Background: an optimization exercise with open tools, aiming at small area. Do not read the settings as production practice.
The RTL was checked by simulation tests, not by an equivalence proof against the original design.

Design dtmf, start of the top module:
module dtmf
(
	input	wire			clk,
	input	wire			rst,
	input	wire			valid,
	input	wire	[11:0]	data,
	output	reg				newKey,
	output	wire	 [7:0]	theKey,
	output	reg				dtmf_valid,
	output	wire	 [3:0]	dtmf_data
);
Size: ~29 I/O pins, about 25000 um^2 of cells after synthesis.
Settings: LEC_CHECK=0, ABC_AREA=1, CAP_MARGIN=20, CORE_MARGIN=2, CORE_UTILIZATION=40, CTS_BUF_LIST=sky130_fd_sc_hd__clkbuf_16, CTS_CLUSTER_DIAMETER=80, CTS_CLUSTER_SIZE=40, SLEW_MARGIN=20; clock period 20.0 ns.
run.sh (not shown) runs the stock make flow with config.mk's settings and CLKGATE_MAP_FILE= SYNTH_SCRIPT=/design/flow/synth_recipe.tcl, a recipe that flattens the netlist after the stock synthesis.
The starting point went through all stages and came out clean.
==> next run, changes <==
--- a/flow/config.mk
+++ b/flow/config.mk
@@ -9,7 +9,7 @@
 export CAP_MARGIN = 20
 export CORE_MARGIN = 2
-export CORE_UTILIZATION = 40
+export CORE_UTILIZATION = 60
 export CTS_BUF_LIST = sky130_fd_sc_hd__clkbuf_16
 export CTS_CLUSTER_DIAMETER = 80
-export CTS_CLUSTER_SIZE = 40
+export CTS_CLUSTER_SIZE = 24
 export SLEW_MARGIN = 20
- non-clock buffer count shrinks by 2
- count of clock-buffer cells in the layout grows by 6
- critical path depth does not change
- core utilization increases by 21 points
- first-iteration DRC count went up by about a fifth
- via count barely changes
- fmax hardly moves
- die area shrinks by a quarter to a third
- setup slack gains 0.019 ns
==> next run, changes <==
--- a/flow/config.mk
+++ b/flow/config.mk
@@ -11,5 +11,5 @@
 export CORE_UTILIZATION = 60
 export CTS_BUF_LIST = sky130_fd_sc_hd__clkbuf_16
-export CTS_CLUSTER_DIAMETER = 80
-export CTS_CLUSTER_SIZE = 24
+export CTS_CLUSTER_DIAMETER = 100
+export CTS_CLUSTER_SIZE = 30
 export SLEW_MARGIN = 20
The changed run completed without violations.
Worst setup slack is better by 0.014 ns.
Worst hold slack is about the same.
Die area stays the same.
Register-to-register slack barely changes.
Synthesized cell count does not change.
Non-clock buffer count stays the same.
==> next run, changes <==
--- a/flow/config.mk
+++ b/flow/config.mk
@@ -9,7 +9,6 @@
 export CAP_MARGIN = 20
 export CORE_MARGIN = 2
-export CORE_UTILIZATION = 60
-export CTS_BUF_LIST = sky130_fd_sc_hd__clkbuf_16
-export CTS_CLUSTER_DIAMETER = 100
+export CORE_UTILIZATION = 40
+export CTS_BUF_LIST = sky130_fd_sc_hd__clkbuf_8
 export CTS_CLUSTER_SIZE = 30
 export SLEW_MARGIN = 20
Effect:
- final cell count increases by 13%
- die area went up by 49%
- worst setup slack gets worse by 0.0074 ns
- wire length is higher by 7.1%
- synthesized cell count is unchanged
==> next run, changes <==
--- a/flow/config.mk
+++ b/flow/config.mk
@@ -10,5 +10,3 @@
 export CORE_MARGIN = 2
 export CORE_UTILIZATION = 40
-export CTS_BUF_LIST = sky130_fd_sc_hd__clkbuf_8
-export CTS_CLUSTER_SIZE = 30
 export SLEW_MARGIN = 20
The changed run passed the timing, DRC and antenna checks.
Worst setup slack is better by 0.025 ns.
Final area increases by 0.47%.
Utilization went up by 0.21 points.
Die area is unchanged.
Critical path depth is unchanged.
First-iteration DRC count shrinks by 1.6%.
Wire length is about the same.


Setup of alpha:
Starting RTL as in the previous note.
clock: 20.0 ns
lec_check: 0
abc_area: 1
cap_margin: 20
core_margin: 2
core_utilization: 60
cts_buf_list: sky130_fd_sc_hd__clkbuf_16
cts_cluster_diameter: 60
cts_cluster_size: 30
slew_margin: 20
--- input diff alpha..beta ---
diff --git a/flow/config.mk b/flow/config.mk
--- a/flow/config.mk
+++ b/flow/config.mk
@@ -11,4 +11,2 @@
-export CORE_UTILIZATION = 60
-export CTS_BUF_LIST = sky130_fd_sc_hd__clkbuf_16
-export CTS_CLUSTER_DIAMETER = 60
-export CTS_CLUSTER_SIZE = 30
+export CORE_UTILIZATION = 70
+export PLACE_DENSITY = 0.8
- beta: flow completed, timing, DRC and antenna clean
- Measured against each other, beta and alpha differ in multi-input logic portion of the cell area, the higher figure coming from alpha.
- Fraction of area in clock buffers and inverters: beta higher than alpha
- alpha fits on a die that is larger than the die of beta.
- Register area: alpha vs beta — no meaningful difference
- beta against alpha: maximum frequency saw a decrease, global-route total usage across every layer saw an increase, total detailed-routing wirelength saw an increase, core box area saw a decrease, final cell count saw a decrease.

[what the ideal ports hide]
The results above use ideal ports. As a check the final layouts listed here were re-extracted and re-timed, cells and wires unchanged.
Step 1: set_driving_cell puts a clkbuf_16 on clk and a buf_2 on each other input, an assumption about the parent block.
Step 2 moves the port delays by t, midway between the first and last clock arrival at a register: inputs arrive t later, outputs are due t later. That takes back most of the time a late clock gives input paths.
Three values: ideal, step 1, step 2; two values: the first two.
| run | shift t [ns] | slack for setup (ns) | worst setup path at the end |
|---|---|---|---|
| the first run of note 1 | 0.628 | 1.062 / 1.062 / 1.062 | register to register |
| the second run of note 1 | 0.659 | 1.081 / 1.081 / 1.081 | register to register |
| the third run of note 1 | 0.623 | 1.095 / 1.095 / 1.095 | register to register |
| the fourth run of note 1 | 0.713 | 1.088 / 1.088 / 1.088 | register to register |
| the fifth run of note 1 | 0.656 | 1.112 / 1.112 / 1.112 | register to register |
| alpha | 0.605 | 1.068 / 1.068 / 1.068 | register to register |
| beta | 0.658 | 0.957 / 0.957 / 0.957 | register to register |
After both steps setup and hold are still met in every run listed.
